This is an optimization exercise on Yosys and OpenROAD, whose aim is small area and a short achievable clock period, not a production implementation. Only simulation tests tie the RTL to the original design; equivalence was not proved. Power and IR drop assume default switching activity.

==> config.mk <==
export PLATFORM = sky130hd
export DESIGN_NAME = fir_3tap
export DESIGN_NICKNAME = fir_3tap
export VERILOG_FILES = /design/flow/design.v
export SDC_FILE = /design/flow/constraint.sdc
export NUM_CORES = 4
export LEC_CHECK = 0
export CAP_MARGIN = 20
export CORE_MARGIN = 2
export CORE_UTILIZATION = 55
export CTS_BUF_LIST = sky130_fd_sc_hd__clkbuf_8
export SLEW_MARGIN = 20
export SYNTH_HIERARCHICAL = 1
export SYNTH_MINIMUM_KEEP_SIZE = 0
export TNS_END_PERCENT = 0
==> constraint.sdc <==
create_clock -name core_clock -period 12.5 [get_ports {clk}]
set_input_delay 2.5000 -clock core_clock [delete_from_list [all_inputs] [get_ports {clk}]]
set_output_delay 2.5000 -clock core_clock [all_outputs]
set_load 0.01 [all_outputs]
==> design.v <==
module full_adder(output sum,
                  output carry_out,
                  input x,
                  input y,
                  input carry_in);
assign sum = x ^ y ^ carry_in;
assign carry_out = (x & y) | (x & carry_in) | (y & carry_in);
endmodule
module g_and2(output y, input a, input b);
assign y = a & b;
endmodule
module g_aoi21(output y, input a, input b, input c);
assign y = ~((a & b) | c);
endmodule
module g_inv(output y, input a);
assign y = ~a;
endmodule
module g_nand2(output y, input a, input b);
assign y = ~(a & b);
endmodule
module g_nor2(output y, input a, input b);
assign y = ~(a | b);
endmodule
module g_oai21(output y, input a, input b, input c);
assign y = ~((a | b) & c);
endmodule
module g_or2(output y, input a, input b);
assign y = a | b;
endmodule
module g_xnor2(output y, input a, input b);
assign y = ~(a ^ b);
endmodule
module g_xor2(output y, input a, input b);
assign y = a ^ b;
endmodule
module half_adder_n(output sum_n,
                    output carry_n,
                    input a_n,
                    input b_n);
xnor_n xs(sum_n, a_n, b_n);
or_n oc(carry_n, a_n, b_n);
endmodule
module xnor_n(output y, input a, input b);
assign y = ~(a ^ b);
endmodule
module or_n(output y, input a, input b);
assign y = a | b;
endmodule
module fir_3tap (input clk,
                 input [7:0] Xin,
                 input [7:0] H0,
                 input [7:0] H1,
                 input [7:0] H2,
                 output reg [15:0] Yout);
reg [15:0] Q1n, Q2n;
wire t2_p0_0 = ~(Xin[0] & H2[0]);
wire t2_p0_1 = ~(Xin[0] & H2[1]);
wire t2_p0_2 = ~(Xin[0] & H2[2]);
wire t2_p0_3 = ~(Xin[0] & H2[3]);
wire t2_p0_4 = ~(Xin[0] & H2[4]);
wire t2_p0_5 = ~(Xin[0] & H2[5]);
wire t2_p0_6 = ~(Xin[0] & H2[6]);
wire t2_p0_7 = ~(Xin[0] & H2[7]);
wire t2_p1_0 = ~(Xin[1] & H2[0]);
wire t2_p1_1 = ~(Xin[1] & H2[1]);
wire t2_p1_2 = ~(Xin[1] & H2[2]);
wire t2_p1_3 = ~(Xin[1] & H2[3]);
wire t2_p1_4 = ~(Xin[1] & H2[4]);
wire t2_p1_5 = ~(Xin[1] & H2[5]);
wire t2_p1_6 = ~(Xin[1] & H2[6]);
wire t2_p1_7 = ~(Xin[1] & H2[7]);
wire t2_p2_0 = ~(Xin[2] & H2[0]);
wire t2_p2_1 = ~(Xin[2] & H2[1]);
wire t2_p2_2 = ~(Xin[2] & H2[2]);
wire t2_p2_3 = ~(Xin[2] & H2[3]);
wire t2_p2_4 = ~(Xin[2] & H2[4]);
wire t2_p2_5 = ~(Xin[2] & H2[5]);
wire t2_p2_6 = ~(Xin[2] & H2[6]);
wire t2_p2_7 = ~(Xin[2] & H2[7]);
wire t2_p3_0 = ~(Xin[3] & H2[0]);
wire t2_p3_1 = ~(Xin[3] & H2[1]);
wire t2_p3_2 = ~(Xin[3] & H2[2]);
wire t2_p3_3 = ~(Xin[3] & H2[3]);
wire t2_p3_4 = ~(Xin[3] & H2[4]);
wire t2_p3_5 = ~(Xin[3] & H2[5]);
wire t2_p3_6 = ~(Xin[3] & H2[6]);
wire t2_p3_7 = ~(Xin[3] & H2[7]);
wire t2_p4_0 = ~(Xin[4] & H2[0]);
wire t2_p4_1 = ~(Xin[4] & H2[1]);
wire t2_p4_2 = ~(Xin[4] & H2[2]);
wire t2_p4_3 = ~(Xin[4] & H2[3]);
wire t2_p4_4 = ~(Xin[4] & H2[4]);
wire t2_p4_5 = ~(Xin[4] & H2[5]);
wire t2_p4_6 = ~(Xin[4] & H2[6]);
wire t2_p4_7 = ~(Xin[4] & H2[7]);
wire t2_p5_0 = ~(Xin[5] & H2[0]);
wire t2_p5_1 = ~(Xin[5] & H2[1]);
wire t2_p5_2 = ~(Xin[5] & H2[2]);
wire t2_p5_3 = ~(Xin[5] & H2[3]);
wire t2_p5_4 = ~(Xin[5] & H2[4]);
wire t2_p5_5 = ~(Xin[5] & H2[5]);
wire t2_p5_6 = ~(Xin[5] & H2[6]);
wire t2_p5_7 = ~(Xin[5] & H2[7]);
wire t2_p6_0 = ~(Xin[6] & H2[0]);
wire t2_p6_1 = ~(Xin[6] & H2[1]);
wire t2_p6_2 = ~(Xin[6] & H2[2]);
wire t2_p6_3 = ~(Xin[6] & H2[3]);
wire t2_p6_4 = ~(Xin[6] & H2[4]);
wire t2_p6_5 = ~(Xin[6] & H2[5]);
wire t2_p6_6 = ~(Xin[6] & H2[6]);
wire t2_p6_7 = ~(Xin[6] & H2[7]);
wire t2_p7_0 = ~(Xin[7] & H2[0]);
wire t2_p7_1 = ~(Xin[7] & H2[1]);
wire t2_p7_2 = ~(Xin[7] & H2[2]);
wire t2_p7_3 = ~(Xin[7] & H2[3]);
wire t2_p7_4 = ~(Xin[7] & H2[4]);
wire t2_p7_5 = ~(Xin[7] & H2[5]);
wire t2_p7_6 = ~(Xin[7] & H2[6]);
wire t2_p7_7 = ~(Xin[7] & H2[7]);
wire t2_s0, t2_c0;
half_adder_n t2_ha1 (t2_s0, t2_c0, t2_p0_6, t2_p1_5);
wire t2_s1, t2_c1;
full_adder t2_fa2 (t2_s1, t2_c1, t2_p0_7, t2_p1_6, t2_p2_5);
wire t2_s2, t2_c2;
half_adder_n t2_ha3 (t2_s2, t2_c2, t2_p3_4, t2_p4_3);
wire t2_s3, t2_c3;
full_adder t2_fa4 (t2_s3, t2_c3, t2_p1_7, t2_p2_6, t2_p3_5);
wire t2_s4, t2_c4;
half_adder_n t2_ha5 (t2_s4, t2_c4, t2_p4_4, t2_p5_3);
wire t2_s5, t2_c5;
full_adder t2_fa6 (t2_s5, t2_c5, t2_p2_7, t2_p3_6, t2_p4_5);
wire t2_s6, t2_c6;
half_adder_n t2_ha7 (t2_s6, t2_c6, t2_p0_4, t2_p1_3);
wire t2_s7, t2_c7;
full_adder t2_fa8 (t2_s7, t2_c7, t2_p0_5, t2_p1_4, t2_p2_3);
wire t2_s8, t2_c8;
half_adder_n t2_ha9 (t2_s8, t2_c8, t2_p3_2, t2_p4_1);
wire t2_s9, t2_c9;
full_adder t2_fa10 (t2_s9, t2_c9, t2_p2_4, t2_p3_3, t2_p4_2);
wire t2_s10, t2_c10;
full_adder t2_fa11 (t2_s10, t2_c10, t2_p5_1, t2_p6_0, t2_s0);
wire t2_s11, t2_c11;
full_adder t2_fa12 (t2_s11, t2_c11, t2_p5_2, t2_p6_1, t2_p7_0);
wire t2_s12, t2_c12;
full_adder t2_fa13 (t2_s12, t2_c12, t2_c0, t2_s2, t2_s1);
wire t2_s13, t2_c13;
full_adder t2_fa14 (t2_s13, t2_c13, t2_p6_2, t2_p7_1, t2_c2);
wire t2_s14, t2_c14;
full_adder t2_fa15 (t2_s14, t2_c14, t2_s4, t2_c1, t2_s3);
wire t2_s15, t2_c15;
full_adder t2_fa16 (t2_s15, t2_c15, t2_p5_4, t2_p6_3, t2_p7_2);
wire t2_s16, t2_c16;
full_adder t2_fa17 (t2_s16, t2_c16, t2_c4, t2_c3, t2_s5);
wire t2_s17, t2_c17;
full_adder t2_fa18 (t2_s17, t2_c17, t2_p3_7, t2_p4_6, t2_p5_5);
wire t2_s18, t2_c18;
full_adder t2_fa19 (t2_s18, t2_c18, t2_p6_4, t2_p7_3, t2_c5);
wire t2_s19, t2_c19;
full_adder t2_fa20 (t2_s19, t2_c19, t2_p4_7, t2_p5_6, t2_p6_5);
wire t2_s20, t2_c20;
half_adder_n t2_ha21 (t2_s20, t2_c20, t2_p0_3, t2_p1_2);
wire t2_s21, t2_c21;
full_adder t2_fa22 (t2_s21, t2_c21, t2_p2_2, t2_p3_1, t2_p4_0);
wire t2_s22, t2_c22;
full_adder t2_fa23 (t2_s22, t2_c22, t2_p5_0, t2_c6, t2_s8);
wire t2_s23, t2_c23;
full_adder t2_fa24 (t2_s23, t2_c23, t2_c8, t2_c7, t2_s9);
wire t2_s24, t2_c24;
full_adder t2_fa25 (t2_s24, t2_c24, t2_c9, t2_s11, t2_c10);
wire t2_s25, t2_c25;
full_adder t2_fa26 (t2_s25, t2_c25, t2_c11, t2_s13, t2_c12);
wire t2_s26, t2_c26;
full_adder t2_fa27 (t2_s26, t2_c26, t2_s15, t2_c13, t2_c14);
wire t2_s27, t2_c27;
full_adder t2_fa28 (t2_s27, t2_c27, t2_c15, t2_s17, t2_c16);
wire t2_s28, t2_c28;
full_adder t2_fa29 (t2_s28, t2_c28, t2_p7_4, t2_c17, t2_s19);
wire t2_s29, t2_c29;
full_adder t2_fa30 (t2_s29, t2_c29, t2_p5_7, t2_p6_6, t2_p7_5);
wire t2_s30, t2_c30;
half_adder_n t2_ha31 (t2_s30, t2_c30, t2_p0_2, t2_p1_1);
wire t2_s31, t2_c31;
full_adder t2_fa32 (t2_s31, t2_c31, t2_p2_1, t2_p3_0, t2_s20);
wire t2_s32, t2_c32;
full_adder t2_fa33 (t2_s32, t2_c32, t2_c20, t2_s6, t2_s21);
wire t2_s33, t2_c33;
full_adder t2_fa34 (t2_s33, t2_c33, t2_c21, t2_s7, t2_s22);
wire t2_s34, t2_c34;
full_adder t2_fa35 (t2_s34, t2_c34, t2_c22, t2_s10, t2_s23);
wire t2_s35, t2_c35;
full_adder t2_fa36 (t2_s35, t2_c35, t2_c23, t2_s12, t2_s24);
wire t2_s36, t2_c36;
full_adder t2_fa37 (t2_s36, t2_c36, t2_s14, t2_c24, t2_s25);
wire t2_s37, t2_c37;
full_adder t2_fa38 (t2_s37, t2_c37, t2_s16, t2_c25, t2_s26);
wire t2_s38, t2_c38;
full_adder t2_fa39 (t2_s38, t2_c38, t2_s18, t2_c26, t2_s27);
wire t2_s39, t2_c39;
full_adder t2_fa40 (t2_s39, t2_c39, t2_c18, t2_s28, t2_c27);
wire t2_s40, t2_c40;
full_adder t2_fa41 (t2_s40, t2_c40, t2_c19, t2_s29, t2_c28);
wire t2_s41, t2_c41;
full_adder t2_fa42 (t2_s41, t2_c41, t2_p6_7, t2_p7_6, t2_c29);
wire n1;
g_xnor2 u1 (n1, t2_p0_1, t2_p1_0);
wire n2;
g_or2 u2 (n2, t2_p0_1, t2_p1_0);
wire t2_rs2, t2_rc2;
full_adder t2_rfa2 (t2_rs2, t2_rc2, t2_s30, t2_p2_0, n2);
wire n3;
g_or2 u3 (n3, t2_c30, t2_s31);
wire n4;
g_and2 u4 (n4, t2_c30, t2_s31);
wire n5;
g_aoi21 u5 (n5, n3, t2_rc2, n4);
wire n6;
g_nor2 u6 (n6, t2_c31, t2_s32);
wire n7;
g_nand2 u7 (n7, t2_c31, t2_s32);
wire n8;
g_oai21 u8 (n8, n6, n5, n7);
wire n9;
g_or2 u9 (n9, t2_c32, t2_s33);
wire n10;
g_and2 u10 (n10, t2_c32, t2_s33);
wire n11;
g_aoi21 u11 (n11, n9, n8, n10);
wire n12;
g_nor2 u12 (n12, t2_c33, t2_s34);
wire n13;
g_nand2 u13 (n13, t2_c33, t2_s34);
wire n14;
g_oai21 u14 (n14, n12, n11, n13);
wire n15;
g_or2 u15 (n15, t2_c34, t2_s35);
wire n16;
g_and2 u16 (n16, t2_c34, t2_s35);
wire n17;
g_aoi21 u17 (n17, n15, n14, n16);
wire n18;
g_nor2 u18 (n18, t2_c36, t2_s37);
wire n19;
g_nand2 u19 (n19, t2_c35, t2_s36);
wire n20;
g_nand2 u20 (n20, t2_c36, t2_s37);
wire n21;
g_oai21 u21 (n21, n18, n19, n20);
wire n22;
g_nor2 u22 (n22, t2_c35, t2_s36);
wire n23;
g_nor2 u23 (n23, n18, n22);
wire n24;
g_nor2 u24 (n24, t2_c38, t2_s39);
wire n25;
g_nand2 u25 (n25, t2_c37, t2_s38);
wire n26;
g_nand2 u26 (n26, t2_c38, t2_s39);
wire n27;
g_oai21 u27 (n27, n24, n25, n26);
wire n28;
g_nor2 u28 (n28, t2_c37, t2_s38);
wire n29;
g_nor2 u29 (n29, n24, n28);
wire n30;
g_nor2 u30 (n30, t2_c40, t2_s41);
wire n31;
g_nand2 u31 (n31, t2_c39, t2_s40);
wire n32;
g_nand2 u32 (n32, t2_c40, t2_s41);
wire n33;
g_oai21 u33 (n33, n30, n31, n32);
wire n34;
g_nor2 u34 (n34, t2_c39, t2_s40);
wire n35;
g_nor2 u35 (n35, n30, n34);
wire n36;
g_inv u36 (n36, n23);
wire n37;
g_inv u37 (n37, n21);
wire n38;
g_oai21 u38 (n38, n36, n17, n37);
wire n39;
g_inv u39 (n39, n23);
wire n40;
g_nor2 u40 (n40, t2_c34, t2_s35);
wire n41;
g_nor2 u41 (n41, n39, n40);
wire n42;
g_aoi21 u42 (n42, n35, n27, n33);
wire n43;
g_nand2 u43 (n43, n35, n29);
wire n44;
g_inv u44 (n44, n43);
wire n45;
g_inv u45 (n45, n42);
wire n46;
g_aoi21 u46 (n46, n44, n38, n45);
wire n47;
g_inv u47 (n47, n43);
wire n48;
g_nand2 u48 (n48, n47, n41);
wire n49;
g_aoi21 u49 (n49, n29, n38, n27);
wire n50;
g_nand2 u50 (n50, n29, n41);
wire n51;
g_oai21 u51 (n51, n22, n17, n19);
wire n52;
g_nor2 u52 (n52, n22, n40);
wire n53;
g_or2 u53 (n53, t2_c37, t2_s38);
wire n54;
g_and2 u54 (n54, t2_c37, t2_s38);
wire n55;
g_aoi21 u55 (n55, n53, n38, n54);
wire n56;
g_nand2 u56 (n56, n53, n41);
wire n57;
g_oai21 u57 (n57, n34, n49, n31);
wire n58;
g_nor2 u58 (n58, n34, n50);
wire n59;
g_nor2 u59 (n59, t2_c41, t2_p7_7);
wire n60;
g_nand2 u60 (n60, t2_c41, t2_p7_7);
wire n61;
g_oai21 u61 (n61, n59, n46, n60);
wire n62;
g_nor2 u62 (n62, n59, n48);
wire n63;
g_xor2 u63 (n63, t2_c30, t2_s31);
wire n64;
g_xor2 u64 (n64, n63, t2_rc2);
wire n65;
g_xor2 u65 (n65, t2_c31, t2_s32);
wire n66;
g_xnor2 u66 (n66, n65, n5);
wire n67;
g_xor2 u67 (n67, t2_c32, t2_s33);
wire n68;
g_xor2 u68 (n68, n67, n8);
wire n69;
g_xor2 u69 (n69, t2_c33, t2_s34);
wire n70;
g_xnor2 u70 (n70, n69, n11);
wire n71;
g_xor2 u71 (n71, t2_c34, t2_s35);
wire n72;
g_xor2 u72 (n72, n71, n14);
wire n73;
g_xor2 u73 (n73, t2_c35, t2_s36);
wire n74;
g_xnor2 u74 (n74, n73, n17);
wire n75;
g_xor2 u75 (n75, t2_c36, t2_s37);
wire n76;
g_xor2 u76 (n76, n75, n51);
wire n77;
g_xor2 u77 (n77, t2_c37, t2_s38);
wire n78;
g_xor2 u78 (n78, n77, n38);
wire n79;
g_xor2 u79 (n79, t2_c38, t2_s39);
wire n80;
g_xnor2 u80 (n80, n79, n55);
wire n81;
g_xor2 u81 (n81, t2_c39, t2_s40);
wire n82;
g_xnor2 u82 (n82, n81, n49);
wire n83;
g_xor2 u83 (n83, t2_c40, t2_s41);
wire n84;
g_xor2 u84 (n84, n83, n57);
wire n85;
g_xor2 u85 (n85, t2_c41, t2_p7_7);
wire n86;
g_xnor2 u86 (n86, n85, n46);
wire [15:0] t2_sn = {n61, n86, n84, n82, n80, n78, n76, n74, n72, n70, n68, n66, n64, t2_rs2, n1, t2_p0_0};
wire t1_p0_0 = ~(Xin[0] & H1[0]);
wire t1_p0_1 = ~(Xin[0] & H1[1]);
wire t1_p0_2 = ~(Xin[0] & H1[2]);
wire t1_p0_3 = ~(Xin[0] & H1[3]);
wire t1_p0_4 = ~(Xin[0] & H1[4]);
wire t1_p0_5 = ~(Xin[0] & H1[5]);
wire t1_p0_6 = ~(Xin[0] & H1[6]);
wire t1_p0_7 = ~(Xin[0] & H1[7]);
wire t1_p1_0 = ~(Xin[1] & H1[0]);
wire t1_p1_1 = ~(Xin[1] & H1[1]);
wire t1_p1_2 = ~(Xin[1] & H1[2]);
wire t1_p1_3 = ~(Xin[1] & H1[3]);
wire t1_p1_4 = ~(Xin[1] & H1[4]);
wire t1_p1_5 = ~(Xin[1] & H1[5]);
wire t1_p1_6 = ~(Xin[1] & H1[6]);
wire t1_p1_7 = ~(Xin[1] & H1[7]);
wire t1_p2_0 = ~(Xin[2] & H1[0]);
wire t1_p2_1 = ~(Xin[2] & H1[1]);
wire t1_p2_2 = ~(Xin[2] & H1[2]);
wire t1_p2_3 = ~(Xin[2] & H1[3]);
wire t1_p2_4 = ~(Xin[2] & H1[4]);
wire t1_p2_5 = ~(Xin[2] & H1[5]);
wire t1_p2_6 = ~(Xin[2] & H1[6]);
wire t1_p2_7 = ~(Xin[2] & H1[7]);
wire t1_p3_0 = ~(Xin[3] & H1[0]);
wire t1_p3_1 = ~(Xin[3] & H1[1]);
wire t1_p3_2 = ~(Xin[3] & H1[2]);
wire t1_p3_3 = ~(Xin[3] & H1[3]);
wire t1_p3_4 = ~(Xin[3] & H1[4]);
wire t1_p3_5 = ~(Xin[3] & H1[5]);
wire t1_p3_6 = ~(Xin[3] & H1[6]);
wire t1_p3_7 = ~(Xin[3] & H1[7]);
wire t1_p4_0 = ~(Xin[4] & H1[0]);
wire t1_p4_1 = ~(Xin[4] & H1[1]);
wire t1_p4_2 = ~(Xin[4] & H1[2]);
wire t1_p4_3 = ~(Xin[4] & H1[3]);
wire t1_p4_4 = ~(Xin[4] & H1[4]);
wire t1_p4_5 = ~(Xin[4] & H1[5]);
wire t1_p4_6 = ~(Xin[4] & H1[6]);
wire t1_p4_7 = ~(Xin[4] & H1[7]);
wire t1_p5_0 = ~(Xin[5] & H1[0]);
wire t1_p5_1 = ~(Xin[5] & H1[1]);
wire t1_p5_2 = ~(Xin[5] & H1[2]);
wire t1_p5_3 = ~(Xin[5] & H1[3]);
wire t1_p5_4 = ~(Xin[5] & H1[4]);
wire t1_p5_5 = ~(Xin[5] & H1[5]);
wire t1_p5_6 = ~(Xin[5] & H1[6]);
wire t1_p5_7 = ~(Xin[5] & H1[7]);
wire t1_p6_0 = ~(Xin[6] & H1[0]);
wire t1_p6_1 = ~(Xin[6] & H1[1]);
wire t1_p6_2 = ~(Xin[6] & H1[2]);
wire t1_p6_3 = ~(Xin[6] & H1[3]);
wire t1_p6_4 = ~(Xin[6] & H1[4]);
wire t1_p6_5 = ~(Xin[6] & H1[5]);
wire t1_p6_6 = ~(Xin[6] & H1[6]);
wire t1_p6_7 = ~(Xin[6] & H1[7]);
wire t1_p7_0 = ~(Xin[7] & H1[0]);
wire t1_p7_1 = ~(Xin[7] & H1[1]);
wire t1_p7_2 = ~(Xin[7] & H1[2]);
wire t1_p7_3 = ~(Xin[7] & H1[3]);
wire t1_p7_4 = ~(Xin[7] & H1[4]);
wire t1_p7_5 = ~(Xin[7] & H1[5]);
wire t1_p7_6 = ~(Xin[7] & H1[6]);
wire t1_p7_7 = ~(Xin[7] & H1[7]);
wire t1_s0, t1_c0;
half_adder_n t1_ha1 (t1_s0, t1_c0, Q1n[5], t1_p0_5);
wire t1_s1, t1_c1;
full_adder t1_fa2 (t1_s1, t1_c1, Q1n[6], t1_p0_6, t1_p1_5);
wire t1_s2, t1_c2;
half_adder_n t1_ha3 (t1_s2, t1_c2, t1_p2_4, t1_p3_3);
wire t1_s3, t1_c3;
full_adder t1_fa4 (t1_s3, t1_c3, Q1n[7], t1_p0_7, t1_p1_6);
wire t1_s4, t1_c4;
full_adder t1_fa5 (t1_s4, t1_c4, t1_p2_5, t1_p3_4, t1_p4_3);
wire t1_s5, t1_c5;
half_adder_n t1_ha6 (t1_s5, t1_c5, t1_p5_2, t1_p6_1);
wire t1_s6, t1_c6;
full_adder t1_fa7 (t1_s6, t1_c6, Q1n[8], t1_p1_7, t1_p2_6);
wire t1_s7, t1_c7;
full_adder t1_fa8 (t1_s7, t1_c7, t1_p3_5, t1_p4_4, t1_p5_3);
wire t1_s8, t1_c8;
half_adder_n t1_ha9 (t1_s8, t1_c8, t1_p6_2, t1_p7_1);
wire t1_s9, t1_c9;
full_adder t1_fa10 (t1_s9, t1_c9, Q1n[9], t1_p2_7, t1_p3_6);
wire t1_s10, t1_c10;
full_adder t1_fa11 (t1_s10, t1_c10, t1_p4_5, t1_p5_4, t1_p6_3);
wire t1_s11, t1_c11;
full_adder t1_fa12 (t1_s11, t1_c11, Q1n[10], t1_p3_7, t1_p4_6);
wire t1_s12, t1_c12;
half_adder_n t1_ha13 (t1_s12, t1_c12, Q1n[3], t1_p0_3);
wire t1_s13, t1_c13;
full_adder t1_fa14 (t1_s13, t1_c13, Q1n[4], t1_p0_4, t1_p1_3);
wire t1_s14, t1_c14;
half_adder_n t1_ha15 (t1_s14, t1_c14, t1_p2_2, t1_p3_1);
wire t1_s15, t1_c15;
full_adder t1_fa16 (t1_s15, t1_c15, t1_p1_4, t1_p2_3, t1_p3_2);
wire t1_s16, t1_c16;
full_adder t1_fa17 (t1_s16, t1_c16, t1_p4_1, t1_p5_0, t1_s0);
wire t1_s17, t1_c17;
full_adder t1_fa18 (t1_s17, t1_c17, t1_p4_2, t1_p5_1, t1_p6_0);
wire t1_s18, t1_c18;
full_adder t1_fa19 (t1_s18, t1_c18, t1_c0, t1_s2, t1_s1);
wire t1_s19, t1_c19;
full_adder t1_fa20 (t1_s19, t1_c19, t1_p7_0, t1_c2, t1_s5);
wire t1_s20, t1_c20;
full_adder t1_fa21 (t1_s20, t1_c20, t1_c1, t1_s3, t1_s4);
wire t1_s21, t1_c21;
full_adder t1_fa22 (t1_s21, t1_c21, t1_c5, t1_s8, t1_c3);
wire t1_s22, t1_c22;
full_adder t1_fa23 (t1_s22, t1_c22, t1_c4, t1_s6, t1_s7);
wire t1_s23, t1_c23;
full_adder t1_fa24 (t1_s23, t1_c23, t1_p7_2, t1_c8, t1_c6);
wire t1_s24, t1_c24;
full_adder t1_fa25 (t1_s24, t1_c24, t1_c7, t1_s10, t1_s9);
wire t1_s25, t1_c25;
full_adder t1_fa26 (t1_s25, t1_c25, t1_p5_5, t1_p6_4, t1_p7_3);
wire t1_s26, t1_c26;
full_adder t1_fa27 (t1_s26, t1_c26, t1_c10, t1_c9, t1_s11);
wire t1_s27, t1_c27;
full_adder t1_fa28 (t1_s27, t1_c27, Q1n[11], t1_p4_7, t1_p5_6);
wire t1_s28, t1_c28;
full_adder t1_fa29 (t1_s28, t1_c28, t1_p6_5, t1_p7_4, t1_c11);
wire t1_s29, t1_c29;
full_adder t1_fa30 (t1_s29, t1_c29, Q1n[12], t1_p5_7, t1_p6_6);
wire t1_s30, t1_c30;
half_adder_n t1_ha31 (t1_s30, t1_c30, Q1n[2], t1_p0_2);
wire t1_s31, t1_c31;
full_adder t1_fa32 (t1_s31, t1_c31, t1_p1_2, t1_p2_1, t1_p3_0);
wire t1_s32, t1_c32;
full_adder t1_fa33 (t1_s32, t1_c32, t1_p4_0, t1_c12, t1_s14);
wire t1_s33, t1_c33;
full_adder t1_fa34 (t1_s33, t1_c33, t1_c14, t1_c13, t1_s15);
wire t1_s34, t1_c34;
full_adder t1_fa35 (t1_s34, t1_c34, t1_c15, t1_s17, t1_c16);
wire t1_s35, t1_c35;
full_adder t1_fa36 (t1_s35, t1_c35, t1_c17, t1_s19, t1_c18);
wire t1_s36, t1_c36;
full_adder t1_fa37 (t1_s36, t1_c36, t1_c19, t1_c20, t1_s21);
wire t1_s37, t1_c37;
full_adder t1_fa38 (t1_s37, t1_c37, t1_c21, t1_c22, t1_s23);
wire t1_s38, t1_c38;
full_adder t1_fa39 (t1_s38, t1_c38, t1_s25, t1_c23, t1_c24);
wire t1_s39, t1_c39;
full_adder t1_fa40 (t1_s39, t1_c39, t1_c25, t1_s27, t1_c26);
wire t1_s40, t1_c40;
full_adder t1_fa41 (t1_s40, t1_c40, t1_p7_5, t1_c27, t1_s29);
wire t1_s41, t1_c41;
full_adder t1_fa42 (t1_s41, t1_c41, Q1n[13], t1_p6_7, t1_p7_6);
wire t1_s42, t1_c42;
half_adder_n t1_ha43 (t1_s42, t1_c42, Q1n[1], t1_p0_1);
wire t1_s43, t1_c43;
full_adder t1_fa44 (t1_s43, t1_c43, t1_p1_1, t1_p2_0, t1_s30);
wire t1_s44, t1_c44;
full_adder t1_fa45 (t1_s44, t1_c44, t1_c30, t1_s12, t1_s31);
wire t1_s45, t1_c45;
full_adder t1_fa46 (t1_s45, t1_c45, t1_c31, t1_s13, t1_s32);
wire t1_s46, t1_c46;
full_adder t1_fa47 (t1_s46, t1_c46, t1_c32, t1_s16, t1_s33);
wire t1_s47, t1_c47;
full_adder t1_fa48 (t1_s47, t1_c47, t1_c33, t1_s18, t1_s34);
wire t1_s48, t1_c48;
full_adder t1_fa49 (t1_s48, t1_c48, t1_s20, t1_c34, t1_s35);
wire t1_s49, t1_c49;
full_adder t1_fa50 (t1_s49, t1_c49, t1_s22, t1_c35, t1_s36);
wire t1_s50, t1_c50;
full_adder t1_fa51 (t1_s50, t1_c50, t1_s24, t1_c36, t1_s37);
wire t1_s51, t1_c51;
full_adder t1_fa52 (t1_s51, t1_c51, t1_s26, t1_c37, t1_s38);
wire t1_s52, t1_c52;
full_adder t1_fa53 (t1_s52, t1_c52, t1_s28, t1_c38, t1_s39);
wire t1_s53, t1_c53;
full_adder t1_fa54 (t1_s53, t1_c53, t1_c28, t1_s40, t1_c39);
wire t1_s54, t1_c54;
full_adder t1_fa55 (t1_s54, t1_c54, t1_c29, t1_s41, t1_c40);
wire t1_s55, t1_c55;
full_adder t1_fa56 (t1_s55, t1_c55, Q1n[14], t1_p7_7, t1_c41);
wire n87;
g_xnor2 u87 (n87, Q1n[0], t1_p0_0);
wire n88;
g_or2 u88 (n88, Q1n[0], t1_p0_0);
wire t1_rs1, t1_rc1;
full_adder t1_rfa1 (t1_rs1, t1_rc1, t1_s42, t1_p1_0, n88);
wire t1_rs2, t1_rc2;
full_adder t1_rfa2 (t1_rs2, t1_rc2, t1_c42, t1_s43, t1_rc1);
wire n89;
g_or2 u89 (n89, t1_c43, t1_s44);
wire n90;
g_and2 u90 (n90, t1_c43, t1_s44);
wire n91;
g_aoi21 u91 (n91, n89, t1_rc2, n90);
wire n92;
g_nor2 u92 (n92, t1_c44, t1_s45);
wire n93;
g_nand2 u93 (n93, t1_c44, t1_s45);
wire n94;
g_oai21 u94 (n94, n92, n91, n93);
wire n95;
g_or2 u95 (n95, t1_c45, t1_s46);
wire n96;
g_and2 u96 (n96, t1_c45, t1_s46);
wire n97;
g_aoi21 u97 (n97, n95, n94, n96);
wire n98;
g_nor2 u98 (n98, t1_c46, t1_s47);
wire n99;
g_nand2 u99 (n99, t1_c46, t1_s47);
wire n100;
g_oai21 u100 (n100, n98, n97, n99);
wire n101;
g_or2 u101 (n101, t1_c47, t1_s48);
wire n102;
g_and2 u102 (n102, t1_c47, t1_s48);
wire n103;
g_aoi21 u103 (n103, n101, n100, n102);
wire n104;
g_nor2 u104 (n104, t1_c49, t1_s50);
wire n105;
g_nand2 u105 (n105, t1_c48, t1_s49);
wire n106;
g_nand2 u106 (n106, t1_c49, t1_s50);
wire n107;
g_oai21 u107 (n107, n104, n105, n106);
wire n108;
g_nor2 u108 (n108, t1_c48, t1_s49);
wire n109;
g_nor2 u109 (n109, n104, n108);
wire n110;
g_nor2 u110 (n110, t1_c51, t1_s52);
wire n111;
g_nand2 u111 (n111, t1_c50, t1_s51);
wire n112;
g_nand2 u112 (n112, t1_c51, t1_s52);
wire n113;
g_oai21 u113 (n113, n110, n111, n112);
wire n114;
g_nor2 u114 (n114, t1_c50, t1_s51);
wire n115;
g_nor2 u115 (n115, n110, n114);
wire n116;
g_nor2 u116 (n116, t1_c53, t1_s54);
wire n117;
g_nand2 u117 (n117, t1_c52, t1_s53);
wire n118;
g_nand2 u118 (n118, t1_c53, t1_s54);
wire n119;
g_oai21 u119 (n119, n116, n117, n118);
wire n120;
g_nor2 u120 (n120, t1_c52, t1_s53);
wire n121;
g_nor2 u121 (n121, n116, n120);
wire n122;
g_inv u122 (n122, n109);
wire n123;
g_inv u123 (n123, n107);
wire n124;
g_oai21 u124 (n124, n122, n103, n123);
wire n125;
g_inv u125 (n125, n109);
wire n126;
g_nor2 u126 (n126, t1_c47, t1_s48);
wire n127;
g_nor2 u127 (n127, n125, n126);
wire n128;
g_aoi21 u128 (n128, n121, n113, n119);
wire n129;
g_nand2 u129 (n129, n121, n115);
wire n130;
g_inv u130 (n130, n129);
wire n131;
g_inv u131 (n131, n128);
wire n132;
g_aoi21 u132 (n132, n130, n124, n131);
wire n133;
g_inv u133 (n133, n129);
wire n134;
g_nand2 u134 (n134, n133, n127);
wire n135;
g_aoi21 u135 (n135, n115, n124, n113);
wire n136;
g_nand2 u136 (n136, n115, n127);
wire n137;
g_oai21 u137 (n137, n108, n103, n105);
wire n138;
g_nor2 u138 (n138, n108, n126);
wire n139;
g_or2 u139 (n139, t1_c50, t1_s51);
wire n140;
g_and2 u140 (n140, t1_c50, t1_s51);
wire n141;
g_aoi21 u141 (n141, n139, n124, n140);
wire n142;
g_nand2 u142 (n142, n139, n127);
wire n143;
g_oai21 u143 (n143, n120, n135, n117);
wire n144;
g_nor2 u144 (n144, n120, n136);
wire n145;
g_nor2 u145 (n145, t1_c54, t1_s55);
wire n146;
g_nand2 u146 (n146, t1_c54, t1_s55);
wire n147;
g_oai21 u147 (n147, n145, n132, n146);
wire n148;
g_nor2 u148 (n148, n145, n134);
wire n149;
g_xor2 u149 (n149, t1_c43, t1_s44);
wire n150;
g_xor2 u150 (n150, n149, t1_rc2);
wire n151;
g_xor2 u151 (n151, t1_c44, t1_s45);
wire n152;
g_xnor2 u152 (n152, n151, n91);
wire n153;
g_xor2 u153 (n153, t1_c45, t1_s46);
wire n154;
g_xor2 u154 (n154, n153, n94);
wire n155;
g_xor2 u155 (n155, t1_c46, t1_s47);
wire n156;
g_xnor2 u156 (n156, n155, n97);
wire n157;
g_xor2 u157 (n157, t1_c47, t1_s48);
wire n158;
g_xor2 u158 (n158, n157, n100);
wire n159;
g_xor2 u159 (n159, t1_c48, t1_s49);
wire n160;
g_xnor2 u160 (n160, n159, n103);
wire n161;
g_xor2 u161 (n161, t1_c49, t1_s50);
wire n162;
g_xor2 u162 (n162, n161, n137);
wire n163;
g_xor2 u163 (n163, t1_c50, t1_s51);
wire n164;
g_xor2 u164 (n164, n163, n124);
wire n165;
g_xor2 u165 (n165, t1_c51, t1_s52);
wire n166;
g_xnor2 u166 (n166, n165, n141);
wire n167;
g_xor2 u167 (n167, t1_c52, t1_s53);
wire n168;
g_xnor2 u168 (n168, n167, n135);
wire n169;
g_xor2 u169 (n169, t1_c53, t1_s54);
wire n170;
g_xor2 u170 (n170, n169, n143);
wire n171;
g_xor2 u171 (n171, t1_c54, t1_s55);
wire n172;
g_xnor2 u172 (n172, n171, n132);
wire n173;
g_xor2 u173 (n173, t1_c55, Q1n[15]);
wire n174;
g_xor2 u174 (n174, n173, n147);
wire [15:0] t1_sn = {n174, n172, n170, n168, n166, n164, n162, n160, n158, n156, n154, n152, n150, t1_rs2, t1_rs1, n87};
wire t0_p0_0 = ~(Xin[0] & H0[0]);
wire t0_p0_1 = ~(Xin[0] & H0[1]);
wire t0_p0_2 = ~(Xin[0] & H0[2]);
wire t0_p0_3 = ~(Xin[0] & H0[3]);
wire t0_p0_4 = ~(Xin[0] & H0[4]);
wire t0_p0_5 = ~(Xin[0] & H0[5]);
wire t0_p0_6 = ~(Xin[0] & H0[6]);
wire t0_p0_7 = ~(Xin[0] & H0[7]);
wire t0_p1_0 = ~(Xin[1] & H0[0]);
wire t0_p1_1 = ~(Xin[1] & H0[1]);
wire t0_p1_2 = ~(Xin[1] & H0[2]);
wire t0_p1_3 = ~(Xin[1] & H0[3]);
wire t0_p1_4 = ~(Xin[1] & H0[4]);
wire t0_p1_5 = ~(Xin[1] & H0[5]);
wire t0_p1_6 = ~(Xin[1] & H0[6]);
wire t0_p1_7 = ~(Xin[1] & H0[7]);
wire t0_p2_0 = ~(Xin[2] & H0[0]);
wire t0_p2_1 = ~(Xin[2] & H0[1]);
wire t0_p2_2 = ~(Xin[2] & H0[2]);
wire t0_p2_3 = ~(Xin[2] & H0[3]);
wire t0_p2_4 = ~(Xin[2] & H0[4]);
wire t0_p2_5 = ~(Xin[2] & H0[5]);
wire t0_p2_6 = ~(Xin[2] & H0[6]);
wire t0_p2_7 = ~(Xin[2] & H0[7]);
wire t0_p3_0 = ~(Xin[3] & H0[0]);
wire t0_p3_1 = ~(Xin[3] & H0[1]);
wire t0_p3_2 = ~(Xin[3] & H0[2]);
wire t0_p3_3 = ~(Xin[3] & H0[3]);
wire t0_p3_4 = ~(Xin[3] & H0[4]);
wire t0_p3_5 = ~(Xin[3] & H0[5]);
wire t0_p3_6 = ~(Xin[3] & H0[6]);
wire t0_p3_7 = ~(Xin[3] & H0[7]);
wire t0_p4_0 = ~(Xin[4] & H0[0]);
wire t0_p4_1 = ~(Xin[4] & H0[1]);
wire t0_p4_2 = ~(Xin[4] & H0[2]);
wire t0_p4_3 = ~(Xin[4] & H0[3]);
wire t0_p4_4 = ~(Xin[4] & H0[4]);
wire t0_p4_5 = ~(Xin[4] & H0[5]);
wire t0_p4_6 = ~(Xin[4] & H0[6]);
wire t0_p4_7 = ~(Xin[4] & H0[7]);
wire t0_p5_0 = ~(Xin[5] & H0[0]);
wire t0_p5_1 = ~(Xin[5] & H0[1]);
wire t0_p5_2 = ~(Xin[5] & H0[2]);
wire t0_p5_3 = ~(Xin[5] & H0[3]);
wire t0_p5_4 = ~(Xin[5] & H0[4]);
wire t0_p5_5 = ~(Xin[5] & H0[5]);
wire t0_p5_6 = ~(Xin[5] & H0[6]);
wire t0_p5_7 = ~(Xin[5] & H0[7]);
wire t0_p6_0 = ~(Xin[6] & H0[0]);
wire t0_p6_1 = ~(Xin[6] & H0[1]);
wire t0_p6_2 = ~(Xin[6] & H0[2]);
wire t0_p6_3 = ~(Xin[6] & H0[3]);
wire t0_p6_4 = ~(Xin[6] & H0[4]);
wire t0_p6_5 = ~(Xin[6] & H0[5]);
wire t0_p6_6 = ~(Xin[6] & H0[6]);
wire t0_p6_7 = ~(Xin[6] & H0[7]);
wire t0_p7_0 = ~(Xin[7] & H0[0]);
wire t0_p7_1 = ~(Xin[7] & H0[1]);
wire t0_p7_2 = ~(Xin[7] & H0[2]);
wire t0_p7_3 = ~(Xin[7] & H0[3]);
wire t0_p7_4 = ~(Xin[7] & H0[4]);
wire t0_p7_5 = ~(Xin[7] & H0[5]);
wire t0_p7_6 = ~(Xin[7] & H0[6]);
wire t0_p7_7 = ~(Xin[7] & H0[7]);
wire t0_s0, t0_c0;
half_adder_n t0_ha1 (t0_s0, t0_c0, Q2n[5], t0_p0_5);
wire t0_s1, t0_c1;
full_adder t0_fa2 (t0_s1, t0_c1, Q2n[6], t0_p0_6, t0_p1_5);
wire t0_s2, t0_c2;
half_adder_n t0_ha3 (t0_s2, t0_c2, t0_p2_4, t0_p3_3);
wire t0_s3, t0_c3;
full_adder t0_fa4 (t0_s3, t0_c3, Q2n[7], t0_p0_7, t0_p1_6);
wire t0_s4, t0_c4;
full_adder t0_fa5 (t0_s4, t0_c4, t0_p2_5, t0_p3_4, t0_p4_3);
wire t0_s5, t0_c5;
half_adder_n t0_ha6 (t0_s5, t0_c5, t0_p5_2, t0_p6_1);
wire t0_s6, t0_c6;
full_adder t0_fa7 (t0_s6, t0_c6, Q2n[8], t0_p1_7, t0_p2_6);
wire t0_s7, t0_c7;
full_adder t0_fa8 (t0_s7, t0_c7, t0_p3_5, t0_p4_4, t0_p5_3);
wire t0_s8, t0_c8;
half_adder_n t0_ha9 (t0_s8, t0_c8, t0_p6_2, t0_p7_1);
wire t0_s9, t0_c9;
full_adder t0_fa10 (t0_s9, t0_c9, Q2n[9], t0_p2_7, t0_p3_6);
wire t0_s10, t0_c10;
full_adder t0_fa11 (t0_s10, t0_c10, t0_p4_5, t0_p5_4, t0_p6_3);
wire t0_s11, t0_c11;
full_adder t0_fa12 (t0_s11, t0_c11, Q2n[10], t0_p3_7, t0_p4_6);
wire t0_s12, t0_c12;
half_adder_n t0_ha13 (t0_s12, t0_c12, Q2n[3], t0_p0_3);
wire t0_s13, t0_c13;
full_adder t0_fa14 (t0_s13, t0_c13, Q2n[4], t0_p0_4, t0_p1_3);
wire t0_s14, t0_c14;
half_adder_n t0_ha15 (t0_s14, t0_c14, t0_p2_2, t0_p3_1);
wire t0_s15, t0_c15;
full_adder t0_fa16 (t0_s15, t0_c15, t0_p1_4, t0_p2_3, t0_p3_2);
wire t0_s16, t0_c16;
full_adder t0_fa17 (t0_s16, t0_c16, t0_p4_1, t0_p5_0, t0_s0);
wire t0_s17, t0_c17;
full_adder t0_fa18 (t0_s17, t0_c17, t0_p4_2, t0_p5_1, t0_p6_0);
wire t0_s18, t0_c18;
full_adder t0_fa19 (t0_s18, t0_c18, t0_c0, t0_s2, t0_s1);
wire t0_s19, t0_c19;
full_adder t0_fa20 (t0_s19, t0_c19, t0_p7_0, t0_c2, t0_s5);
wire t0_s20, t0_c20;
full_adder t0_fa21 (t0_s20, t0_c20, t0_c1, t0_s3, t0_s4);
wire t0_s21, t0_c21;
full_adder t0_fa22 (t0_s21, t0_c21, t0_c5, t0_s8, t0_c3);
wire t0_s22, t0_c22;
full_adder t0_fa23 (t0_s22, t0_c22, t0_c4, t0_s6, t0_s7);
wire t0_s23, t0_c23;
full_adder t0_fa24 (t0_s23, t0_c23, t0_p7_2, t0_c8, t0_c6);
wire t0_s24, t0_c24;
full_adder t0_fa25 (t0_s24, t0_c24, t0_c7, t0_s10, t0_s9);
wire t0_s25, t0_c25;
full_adder t0_fa26 (t0_s25, t0_c25, t0_p5_5, t0_p6_4, t0_p7_3);
wire t0_s26, t0_c26;
full_adder t0_fa27 (t0_s26, t0_c26, t0_c10, t0_c9, t0_s11);
wire t0_s27, t0_c27;
full_adder t0_fa28 (t0_s27, t0_c27, Q2n[11], t0_p4_7, t0_p5_6);
wire t0_s28, t0_c28;
full_adder t0_fa29 (t0_s28, t0_c28, t0_p6_5, t0_p7_4, t0_c11);
wire t0_s29, t0_c29;
full_adder t0_fa30 (t0_s29, t0_c29, Q2n[12], t0_p5_7, t0_p6_6);
wire t0_s30, t0_c30;
half_adder_n t0_ha31 (t0_s30, t0_c30, Q2n[2], t0_p0_2);
wire t0_s31, t0_c31;
full_adder t0_fa32 (t0_s31, t0_c31, t0_p1_2, t0_p2_1, t0_p3_0);
wire t0_s32, t0_c32;
full_adder t0_fa33 (t0_s32, t0_c32, t0_p4_0, t0_c12, t0_s14);
wire t0_s33, t0_c33;
full_adder t0_fa34 (t0_s33, t0_c33, t0_c14, t0_c13, t0_s15);
wire t0_s34, t0_c34;
full_adder t0_fa35 (t0_s34, t0_c34, t0_c15, t0_s17, t0_c16);
wire t0_s35, t0_c35;
full_adder t0_fa36 (t0_s35, t0_c35, t0_c17, t0_s19, t0_c18);
wire t0_s36, t0_c36;
full_adder t0_fa37 (t0_s36, t0_c36, t0_c19, t0_c20, t0_s21);
wire t0_s37, t0_c37;
full_adder t0_fa38 (t0_s37, t0_c37, t0_c21, t0_c22, t0_s23);
wire t0_s38, t0_c38;
full_adder t0_fa39 (t0_s38, t0_c38, t0_s25, t0_c23, t0_c24);
wire t0_s39, t0_c39;
full_adder t0_fa40 (t0_s39, t0_c39, t0_c25, t0_s27, t0_c26);
wire t0_s40, t0_c40;
full_adder t0_fa41 (t0_s40, t0_c40, t0_p7_5, t0_c27, t0_s29);
wire t0_s41, t0_c41;
full_adder t0_fa42 (t0_s41, t0_c41, Q2n[13], t0_p6_7, t0_p7_6);
wire t0_s42, t0_c42;
half_adder_n t0_ha43 (t0_s42, t0_c42, Q2n[1], t0_p0_1);
wire t0_s43, t0_c43;
full_adder t0_fa44 (t0_s43, t0_c43, t0_p1_1, t0_p2_0, t0_s30);
wire t0_s44, t0_c44;
full_adder t0_fa45 (t0_s44, t0_c44, t0_c30, t0_s12, t0_s31);
wire t0_s45, t0_c45;
full_adder t0_fa46 (t0_s45, t0_c45, t0_c31, t0_s13, t0_s32);
wire t0_s46, t0_c46;
full_adder t0_fa47 (t0_s46, t0_c46, t0_c32, t0_s16, t0_s33);
wire t0_s47, t0_c47;
full_adder t0_fa48 (t0_s47, t0_c47, t0_c33, t0_s18, t0_s34);
wire t0_s48, t0_c48;
full_adder t0_fa49 (t0_s48, t0_c48, t0_s20, t0_c34, t0_s35);
wire t0_s49, t0_c49;
full_adder t0_fa50 (t0_s49, t0_c49, t0_s22, t0_c35, t0_s36);
wire t0_s50, t0_c50;
full_adder t0_fa51 (t0_s50, t0_c50, t0_s24, t0_c36, t0_s37);
wire t0_s51, t0_c51;
full_adder t0_fa52 (t0_s51, t0_c51, t0_s26, t0_c37, t0_s38);
wire t0_s52, t0_c52;
full_adder t0_fa53 (t0_s52, t0_c52, t0_s28, t0_c38, t0_s39);
wire t0_s53, t0_c53;
full_adder t0_fa54 (t0_s53, t0_c53, t0_c28, t0_s40, t0_c39);
wire t0_s54, t0_c54;
full_adder t0_fa55 (t0_s54, t0_c54, t0_c29, t0_s41, t0_c40);
wire t0_s55, t0_c55;
full_adder t0_fa56 (t0_s55, t0_c55, Q2n[14], t0_p7_7, t0_c41);
wire n175;
g_xnor2 u175 (n175, Q2n[0], t0_p0_0);
wire n176;
g_or2 u176 (n176, Q2n[0], t0_p0_0);
wire t0_rs1, t0_rc1;
full_adder t0_rfa1 (t0_rs1, t0_rc1, t0_s42, t0_p1_0, n176);
wire t0_rs2, t0_rc2;
full_adder t0_rfa2 (t0_rs2, t0_rc2, t0_c42, t0_s43, t0_rc1);
wire n177;
g_or2 u177 (n177, t0_c43, t0_s44);
wire n178;
g_and2 u178 (n178, t0_c43, t0_s44);
wire n179;
g_aoi21 u179 (n179, n177, t0_rc2, n178);
wire n180;
g_nor2 u180 (n180, t0_c44, t0_s45);
wire n181;
g_nand2 u181 (n181, t0_c44, t0_s45);
wire n182;
g_oai21 u182 (n182, n180, n179, n181);
wire n183;
g_or2 u183 (n183, t0_c45, t0_s46);
wire n184;
g_and2 u184 (n184, t0_c45, t0_s46);
wire n185;
g_aoi21 u185 (n185, n183, n182, n184);
wire n186;
g_nor2 u186 (n186, t0_c46, t0_s47);
wire n187;
g_nand2 u187 (n187, t0_c46, t0_s47);
wire n188;
g_oai21 u188 (n188, n186, n185, n187);
wire n189;
g_or2 u189 (n189, t0_c47, t0_s48);
wire n190;
g_and2 u190 (n190, t0_c47, t0_s48);
wire n191;
g_aoi21 u191 (n191, n189, n188, n190);
wire n192;
g_nor2 u192 (n192, t0_c49, t0_s50);
wire n193;
g_nand2 u193 (n193, t0_c48, t0_s49);
wire n194;
g_nand2 u194 (n194, t0_c49, t0_s50);
wire n195;
g_oai21 u195 (n195, n192, n193, n194);
wire n196;
g_nor2 u196 (n196, t0_c48, t0_s49);
wire n197;
g_nor2 u197 (n197, n192, n196);
wire n198;
g_nor2 u198 (n198, t0_c51, t0_s52);
wire n199;
g_nand2 u199 (n199, t0_c50, t0_s51);
wire n200;
g_nand2 u200 (n200, t0_c51, t0_s52);
wire n201;
g_oai21 u201 (n201, n198, n199, n200);
wire n202;
g_nor2 u202 (n202, t0_c50, t0_s51);
wire n203;
g_nor2 u203 (n203, n198, n202);
wire n204;
g_nor2 u204 (n204, t0_c53, t0_s54);
wire n205;
g_nand2 u205 (n205, t0_c52, t0_s53);
wire n206;
g_nand2 u206 (n206, t0_c53, t0_s54);
wire n207;
g_oai21 u207 (n207, n204, n205, n206);
wire n208;
g_nor2 u208 (n208, t0_c52, t0_s53);
wire n209;
g_nor2 u209 (n209, n204, n208);
wire n210;
g_inv u210 (n210, n197);
wire n211;
g_inv u211 (n211, n195);
wire n212;
g_oai21 u212 (n212, n210, n191, n211);
wire n213;
g_inv u213 (n213, n197);
wire n214;
g_nor2 u214 (n214, t0_c47, t0_s48);
wire n215;
g_nor2 u215 (n215, n213, n214);
wire n216;
g_aoi21 u216 (n216, n209, n201, n207);
wire n217;
g_nand2 u217 (n217, n209, n203);
wire n218;
g_inv u218 (n218, n217);
wire n219;
g_inv u219 (n219, n216);
wire n220;
g_aoi21 u220 (n220, n218, n212, n219);
wire n221;
g_inv u221 (n221, n217);
wire n222;
g_nand2 u222 (n222, n221, n215);
wire n223;
g_aoi21 u223 (n223, n203, n212, n201);
wire n224;
g_nand2 u224 (n224, n203, n215);
wire n225;
g_oai21 u225 (n225, n196, n191, n193);
wire n226;
g_nor2 u226 (n226, n196, n214);
wire n227;
g_or2 u227 (n227, t0_c50, t0_s51);
wire n228;
g_and2 u228 (n228, t0_c50, t0_s51);
wire n229;
g_aoi21 u229 (n229, n227, n212, n228);
wire n230;
g_nand2 u230 (n230, n227, n215);
wire n231;
g_oai21 u231 (n231, n208, n223, n205);
wire n232;
g_nor2 u232 (n232, n208, n224);
wire n233;
g_nor2 u233 (n233, t0_c54, t0_s55);
wire n234;
g_nand2 u234 (n234, t0_c54, t0_s55);
wire n235;
g_oai21 u235 (n235, n233, n220, n234);
wire n236;
g_nor2 u236 (n236, n233, n222);
wire n237;
g_inv u237 (n237, n175);
wire n238;
g_inv u238 (n238, t0_rs1);
wire n239;
g_inv u239 (n239, t0_rs2);
wire n240;
g_xor2 u240 (n240, t0_c43, t0_s44);
wire n241;
g_xnor2 u241 (n241, n240, t0_rc2);
wire n242;
g_xor2 u242 (n242, t0_c44, t0_s45);
wire n243;
g_xor2 u243 (n243, n242, n179);
wire n244;
g_xor2 u244 (n244, t0_c45, t0_s46);
wire n245;
g_xnor2 u245 (n245, n244, n182);
wire n246;
g_xor2 u246 (n246, t0_c46, t0_s47);
wire n247;
g_xor2 u247 (n247, n246, n185);
wire n248;
g_xor2 u248 (n248, t0_c47, t0_s48);
wire n249;
g_xnor2 u249 (n249, n248, n188);
wire n250;
g_xor2 u250 (n250, t0_c48, t0_s49);
wire n251;
g_xor2 u251 (n251, n250, n191);
wire n252;
g_xor2 u252 (n252, t0_c49, t0_s50);
wire n253;
g_xnor2 u253 (n253, n252, n225);
wire n254;
g_xor2 u254 (n254, t0_c50, t0_s51);
wire n255;
g_xnor2 u255 (n255, n254, n212);
wire n256;
g_xor2 u256 (n256, t0_c51, t0_s52);
wire n257;
g_xor2 u257 (n257, n256, n229);
wire n258;
g_xor2 u258 (n258, t0_c52, t0_s53);
wire n259;
g_xor2 u259 (n259, n258, n223);
wire n260;
g_xor2 u260 (n260, t0_c53, t0_s54);
wire n261;
g_xnor2 u261 (n261, n260, n231);
wire n262;
g_xor2 u262 (n262, t0_c54, t0_s55);
wire n263;
g_xor2 u263 (n263, n262, n220);
wire n264;
g_xor2 u264 (n264, t0_c55, Q2n[15]);
wire n265;
g_xnor2 u265 (n265, n264, n235);
wire [15:0] t0_sn = {n265, n263, n261, n259, n257, n255, n253, n251, n249, n247, n245, n243, n241, n239, n238, n237};
always @(posedge clk) begin
  Q1n  <= t2_sn;
  Q2n  <= t1_sn;
  Yout <= t0_sn;
end
endmodule
==> flow/run.sh <==
#!/bin/bash
# The standard layout (standard.sh), with two changes to how it is made:
# - ports are buffered with buf_1 instead of the default delay buffer;
# - repair_timing aims for 6.6 ns of setup slack instead of 0.
set -euo pipefail
export SETUP_SLACK_MARGIN=6.6
export BUFFER_PORTS_ARGS="-buffer_cell sky130_fd_sc_hd__buf_1"
bash standard.sh > standard.log 2>&1
==> standard.sh <==
#!/bin/bash
# synth_recipe.tcl (not shown) runs the flow's synth.tcl, then flattens the netlist and writes it again
# the make line also repeats each setting of config.mk as NAME=value (left out here)
make -C /OpenROAD-flow-scripts/flow DESIGN_CONFIG=/design/flow/config.mk WORK_HOME=/design/flow/orfs CLKGATE_MAP_FILE= SYNTH_SCRIPT=/design/flow/synth_recipe.tcl "${@:-finish}"
==> key figures, run 1 <==
Routing
  – Vias per cell: between 5 and 6
  – Antenna-violating nets left: 0
  – Wire length on met3: about 540 um
  – Iteration-0 DRC Markers: between 200 and 300
  – Wl on met1: around 5600 um
  – Met2 WL: about 6300 um
  – Drt wl/cell: roughly 14 um
  – Vias: 4607
  – DRC violations left: 0
  – Top Metal Used: met4
  – Detailed Route WL: around 12000 um
  – Pre-antenna DRT Iters: 4

Synth
  – Main combinational cell family by area after synthesis: adder cells
  – Post-synthesis xor/xnor area fraction: 0.137
  – Synth Register Bits: between 40 and 50
  – Syn Area/Cell: 9.34 um^2
  – Post-Syn Area: ~6500 um^2
  – Post-synthesis mux area share: 0
  – Post-Syn Nets: approximately 870
  – Complex-gate fraction of the synthesized area: 0.0490
  – Synth cell types: 14
  – Post-Synth Adder-Cell Area: 0.418
  – Sequential fraction of the synthesis area: 0.148
  – Post-synthesis simple-gate area fraction: 0.197
  – Cells after Synth: 697
  – Synth warn: 7

Global route
  – Largest net degree at the start of global routing: 25
  – Overall Global Routing Usage: 0.219
  – Initial antenna violation count: 0
  – Vias in the first global route: ~4900
  – First-pass GRT wire length: 22700 um
  – Total gr overflow: 0

Die
  – Die width: approximately 110 um
  – Io pins: 49
  – Initial Util: 0.568
  – Die height: around 110 um
  – FP Rows: 39
  – Core outline area: approximately 11000 um^2
  – Die footprint: 12700 um^2

Timing
  – Clock Skew: about 0.0095 ns
  – Tmin final: between 5 and 6 ns
  – Final period util: 0.456
  – Endpoints failing setup: 0
  – Hold_ws: between 0.4 and 0.5 ns
  – Slew Viols, Final: 0
  – Slew Limit Headroom: 0.715
  – Final hold vios: 0
  – Maximum clock frequency: between 150 and 200 MHz
  – Final setup margin: 6.80 ns
  – Total negative slack: 0 ns
  – Worst Tran Pin Value: approximately 0.43 ns
  – Unrepaired setup endpoints after global routing: true

Power and ir drop
  – Peak VDD IR: ~290 uV
  – P_leak: between 0.002 and 0.0025 uW
  – Pwr per Cell Area: 276 nW/um^2

Run
  – Max_cap viols: 0

Critical path
  – CP endpoint kind: register
  – Worst path max stage delay: 0.51 ns
  – Worst path slowest cell: fa_1
  – WP data required: ~13 ns
  – Most used cell, CP: fa_1
  – Critical path peak fanout: 24
  – CP Launch Type: input port
  – Crit Path Category: input port to register
  – CP Cell Sequence: buf_1 > buf_8 > nand2_1 > fa_1 > fa_1 > fa_1 > fa_1 > or2_1 > a21oi_4 > o21ai_2 > a21oi_2 > o21ai_1 > xnor2_1
  – Critical Path AT: roughly 5.9 ns

Finish
  – Final non-filler cell total: roughly 860
  – Post-layout util: 0.595
  – Proportion of layout cells with a drive suffix above 1: 0.0680
  – Area growth, synth to finish: 4.78%
  – Final #Nets: between 800 and 900
  – # diodes: 0

Clock network
  – CTS hold repair buffers: 0
  – Inserted Clock Buffers: 5
  – H-tree lvl count: 2
  – Clk latency of the worst-skew pair: about 0.31 ns
  – CTS tree: yes
  – CTS Sinks: 48
  – # Post-CTS Setup Buffers: 0
  – Clock edge transition at the registers on the reported setup and hold paths: about 0.10 ns
  – Clock Tree Buf Depth: 2
  – Root buffer cell: clkbuf_8

Placed design
  – Place WS: between 6 and 7 ns
  – Placed cells: 856
  – Gpl congestion: around 0.84
  – IO Port Bufs: 48
  – Detailed placement HPWL: about 10000 um

Hold path
  – Worst min path class: register to register

Outcome
  – Status: timing/DRC/antenna clean
==> critical path, delay by kind of cell <==
family | cells | cell delay [ns]
XOR/XNOR | 1 | 0.12
adder cells (fa/ha/maj) | 4 | 1.94
AO/OA/AOI/OAI | 4 | 0.62
buffers and inverters | 2 | 0.30
AND/OR/NAND/NOR | 2 | 0.39
==> sequential cells by signal, summed over array words and instances, names as in the netlist <==
register,count
Q1n,16
Q2n,16
Yout,16
==> cells in the mapped netlist, drive strengths merged <==
library cell	count	share of area
nand2	222	0.13
fa	136	0.42
xor2	57	0.077
dfxtp	48	0.15
xnor2	45	0.061
buf	40	0.043
or2	38	0.037
nor2	36	0.021
o21ai	27	0.021
a21oi	21	0.028
inv	15	0.0086
and2	12	0.012
==> per-layer routing <==
layer	global-route usage	vias to the layer above
met4	0.0317	0
met3	0.0316	11
met1	0.298	2351
li1	-	2145
met5	0	-
met2	0.386	100
==> power by group <==
group | internal (uW) | total [uW] | switching [uW]
clock | 45.4 | 102 | 56.7
sequential | 256 | 288 | 31.3
combinational | 687 | 1500 | 809
==> kinds of logic (layout without fill, tap and decap cells) <==
group	count (synthesis)	after routing
AOI/OAI and AO/OA	48	48
xor gates and xnor gates	102	102
adders and majority gates	136	136
buffers and inverters	55	79
DFF	48	48
and+or+nand+nor	308	308
==> stage by stage <==
step	total power, uW	instance area [um^2]
after floorplan	1530	6510
after global placement	1720	6650
after global routing	2130	6820
after detailed placement	1760	6650
final	1890	6820
after CTS	1880	6750
==> cell type report <==
cell class | instances | area [um^2]
fill | 1039 | 4640
timing repair buffer | 56 | 282
multi-input combinational | 594 | 5250
clock inverter | 2 | 13.8
sequential | 48 | 961
clock buffer | 6 | 82.6
inverter | 15 | 56.3
tap | 143 | 179
==> worst paths after layout <==
path	depth (start not counted)	slack, ns	to	start
min	1	0.45	Q2n[0]	Q1n[0]
max	13	6.80	Yout[13]	Xin[0]
min reg2reg	1	0.45	Q2n[0]	Q1n[0]
max reg2reg	10	9.09	Q2n[13]	Q1n[6]
==> layout by cell type, fill, tap and decap left out, drive strengths merged <==
| cell type | Yosys | routed |
|---|---|---|
| buf | 40 | 47 |
| xor2 | 57 | 57 |
| nor2 | 36 | 36 |
| fa | 136 | 136 |
| a21oi | 21 | 21 |
| inv | 15 | 16 |
| clkinv | 0 | 1 |
| and2 | 12 | 12 |
| nand2 | 222 | 222 |
| dfxtp | 48 | 48 |
| xnor2 | 45 | 45 |
| clkbuf | 0 | 15 |
| or2 | 38 | 38 |
| o21ai | 27 | 27 |
==> per-module statistics from Yosys, one instance, submodules excluded, excerpt <==
module / area [um^2] / copies in the design / flops+latches / cells
fir_3tap: 1960 / 1 / 48 / 280
full_adder: 20.0 / 136 / 0 / 1
g_aoi21: 8.76 / 21 / 0 / 1
g_xnor2: 8.76 / 22 / 0 / 1
g_xor2: 8.76 / 57 / 0 / 1
xnor_n: 8.76 / 23 / 0 / 1
g_and2: 6.26 / 12 / 0 / 1
g_or2: 6.26 / 15 / 0 / 1
or_n: 6.26 / 23 / 0 / 1
g_oai21: 5.00 / 27 / 0 / 1
g_inv: 3.75 / 15 / 0 / 1
g_nand2: 3.75 / 30 / 0 / 1
g_nor2: 3.75 / 36 / 0 / 1
==> what timing repair did <==
| action | 4_1_cts | 5_1_grt |
|---|---|---|
| gates resized for setup | 1 | 22 |
| gates cloned | 0 | 0 |
| endpoints found under the setup margin | 2 | 9 |
==> run 2, diff against run 1 <==
--- a/config.mk
+++ b/config.mk
@@ -9,6 +9,7 @@
 export CORE_MARGIN = 2
 export CORE_UTILIZATION = 55
 export CTS_BUF_LIST = sky130_fd_sc_hd__clkbuf_8
+export PLACE_DENSITY = 0.8
 export SLEW_MARGIN = 20
 export SYNTH_HIERARCHICAL = 1
 export SYNTH_MINIMUM_KEEP_SIZE = 0
==> key figures, run 2 <==
Clock network
  – CTS Sinks: 48
  – Clock edge transition at the registers on the reported setup and hold paths: 0.09 ns
  – Root buffer cell: clkbuf_8
  – H-tree lvl count: 2
  – Inserted Clock Buffers: 5
  – Clk latency of the worst-skew pair: between 0.3 and 0.4 ns
  – CTS tree: yes
  – Clock Tree Buf Depth: 2
  – CTS hold repair buffers: 0

Placed design
  – Gpl congestion: a little over 0.8
  – IO Port Bufs: 48
  – Detailed placement HPWL: approximately 9800 um
  – Placed cells: 852
  – Post-Place Cell Area: 6620 um^2

Critical path
  – CP Launch Type: input port
  – Critical Path AT: about 6 ns
  – Buf+Inv Stages, Crit Path: 3
  – Crit Path Category: input port to register
  – Worst path max stage delay: 0.58 ns
  – Most used cell, CP: fa_1
  – CP endpoint kind: register
  – CP Cell Sequence: buf_1 > buf_4 > nand2_1 > fa_1 > fa_1 > fa_1 > fa_1 > nor2_1 > nor2_1 > inv_1 > o21ai_2 > a21oi_2 > o21ai_1 > xor2_1
  – WP data required: about 13 ns
  – Worst path slowest cell: fa_1
  – Critical path peak fanout: 24
  – Delay-heaviest family, CP: adder cells

Timing
  – Final hold vios: 0
  – Unrepaired setup endpoints after global routing: true
  – Hold_ws: 0.453 ns
  – Worst Tran Pin Value: between 0.4 and 0.5 ns
  – Tmin final: 5.83 ns
  – Maximum clock frequency: 172 MHz
  – Slew Limit Headroom: 0.699
  – Slew Viols, Final: 0
  – Endpoints failing setup: 0
  – Clock Skew: roughly 0.009 ns
  – Total negative slack: 0 ns
  – Final period util: 0.466

Run
  – Max_cap viols: 0

Power and ir drop
  – Pwr per Cell Area: between 200 and 300 nW/um^2
  – Sequential power share: 0.153
  – Comb pwr share: 0.793
  – P_leak: ~0.0024 uW
  – Clk network pwr share: 0.054
  – Internal power: about 980 uW
  – Switch share: 0.478
  – P_sw: just under 900 uW
  – Peak VDD IR: ~230 uV

Die
  – Io pins: 49
  – Die footprint: 12700 um^2
  – Core outline area: between 10000 and 15000 um^2
  – Die height: 113 um
  – Die width: ~110 um
  – FP Rows: 39
  – Initial Util: 0.568

Finish
  – Most frequent cells in the layout: nand2_1, fa_1, xor2_1, dfxtp_1, xnor2_1
  – Fillers: slightly above 1000
  – Biggest regs: Q1n: 16 flops, Q2n: 16 flops, Yout: 16 flops
  – # diodes: 0
  – Area growth, synth to finish: 3.54%
  – Non-Filler Cell Area, Final: 6740 um^2
  – Final #Nets: just under 900
  – Commonest non-fill, non-tap cell in the layout: nand2_1
  – Final non-filler cell total: between 800 and 900
  – Proportion of layout cells with a drive suffix above 1: 0.0544

Global route
  – Overall Global Routing Usage: 0.219
  – Total gr overflow: 0
  – Initial antenna violation count: 0
  – Vias in the first global route: 5083
  – First-pass GRT wire length: between 20000 and 25000 um
  – Largest net degree at the start of global routing: 25

Synth
  – Count leader, synth: nand2_1
  – Sequential fraction of the synthesis area: 0.148
  – Post-Syn Area: between 6000 and 7000 um^2
  – Synth area leaders: fa_1, dfxtp_1, nand2_1
  – Synth warn: 7
  – Post-Syn Nets: 866
  – Synth Register Bits: 48
  – Main flop type after synthesis: dfxtp_1
  – Top cell type's share of synthesized area: 0.418
  – Syn Area/Cell: 9.34 um^2
  – EDFF count, synth: 0
  – Cells after Synth: 697
  – Largest area contributor in the netlist: fa_1
  – Async S/R FF share, synth: 0
  – Synth cell types: 14
  – Synth cell count leaders: nand2_1, fa_1, xor2_1

Routing
  – Vias per cell: 5.42
  – Vias: 4665
  – Drt wl/cell: around 15 um
  – Detailed Route WL: 12600 um
  – Pre-antenna DRT Iters: 5
  – DRC violations left: 0
  – Iteration-0 DRC Markers: ~270
  – Antenna-violating nets left: 0

Hold path
  – Worst min path class: register to register

Outcome
  – Status: timing/DRC/antenna clean
run 2: cell counts after synthesis:
No cell type changed its count.
run 2: logic make-up (layout without fill, tap and decap cells):
kind of cell,Yosys count,in the layout,synth area share
buffers and inverters,55,75,0.0515
DFF,48,48,0.148
and+or+nand+nor,308,308,0.197
xor gates and xnor gates,102,102,0.137
adders and majority gates,136,136,0.418
AOI/OAI and AO/OA,48,48,0.0490
run 2: area by class of cell:
type	instances	area, um^2	share of cell area
clock buffer	6	82.6	0.0122
clock inverter	2	11.3	0.00167
inverter	15	56.3	0.00835
multi-input combinational	594	5230	0.775
sequential	48	961	0.143
tap	143	179	0.0265
timing repair buffer	52	225	0.0334
run 2: worst reg2reg max path: stages (launching register included):
cell,delay (ns)
dfxtp_1,0.32
fa_1,0.46
fa_1,0.43
fa_1,0.49
fa_1,0.52
or2_1,0.26
a21oi_2,0.23
o21ai_2,0.16
a21oi_2,0.21
o21ai_1,0.11
xor2_1,0.16
run 2: final timing paths:
path                            slack (ns)  cells past startpoint    from  endpoint
worst max register to register        9.04                     10  Q1n[6]   Q2n[13]
worst max-delay path                  6.67                     14  Xin[4]   Q2n[13]
worst min-delay path                  0.45                      1  Q1n[0]    Q2n[0]
worst min register to register        0.45                      1  Q1n[0]    Q2n[0]
run 2: stage by stage:
stage | util | power (uW) | worst slack [ns]
floorplan | - | 1530 | 6.63
global placement | 0.578 | 1700 | 5.75
detailed placement | 0.578 | 1760 | 5.59
CTS | 0.587 | 1880 | 6.61
global route | 0.588 | 2090 | 6.51
finish | 0.588 | 1870 | 6.67
run 2: metal layers:
layer | vias up | part of all wire | global-route usage
li1 | 2134 | - | -
met1 | 2366 | 0.42 | 0.281
met2 | 147 | 0.51 | 0.389
met3 | 18 | 0.055 | 0.0359
met4 | 0 | 0.014 | 0.0545
met5 | - | 0 | 0
run 2: power by group through the flow:
| stage | clock network, uW | registers [uW] | logic (uW) |
|---|---|---|---|
| finish | 101 | 286 | 1480 |
| global route | 112 | 293 | 1680 |
| CTS | 105 | 288 | 1490 |
| detailed placement | 0 | 290 | 1470 |
| global placement | 0 | 291 | 1410 |
| floorplan | 0 | 297 | 1230 |
run 2: repair_timing:
| item | 4_1_cts | 5_1_grt |
|---|---|---|
| resized for setup | 21 | 2 |
| hold endpoints to repair | 0 | 0 |
| endpoints found under the setup margin | 21 | 8 |
| setup buffers | 0 | 0 |
run 2: per-module statistics from Yosys, one instance, submodules excluded, a selection:
module | flops+latches | times used
fir_3tap | 48 | 1
or_n | 0 | 23
g_and2 | 0 | 12
g_nor2 | 0 | 36
g_inv | 0 | 15
g_xor2 | 0 | 57
g_oai21 | 0 | 27
g_or2 | 0 | 15
g_aoi21 | 0 | 21
full_adder | 0 | 136
g_nand2 | 0 | 30
xnor_n | 0 | 23
g_xnor2 | 0 | 22

[afterwards: timing with drivers on the ports]
Ports are ideal in the flow. The routed layouts listed here were re-timed in OpenROAD.
Step 1, drivers: a clkbuf_16 drives clk and a buf_2 each remaining input, both assumed.
Step 2, shift: input delay + t, output delay - t, t = (earliest + latest rising clock arrival at the registers) / 2. This alone moves slack from input paths to output paths.
Slacks: ideal ports / drivers / drivers and shift; pairs: ideal ports / drivers.
run | t (ns) | slack for setup (ns) | worst setup path at the end | latest minus earliest clock arrival (ns) | worst register clock-pin slew, ns
run 1 | 0.338 | 6.799 / 6.804 / 6.467 | input to register | 0.009 / 0.009 | 0.10 / 0.10
run 2 | 0.346 | 6.672 / 6.678 / 6.333 | input to register | 0.010 / 0.009 | 0.10 / 0.10
After both steps setup and hold are still met in every run listed. For run 2, which loses most, drivers alone change the setup slack by +0.006 ns; drivers and shift together by -0.339 ns.
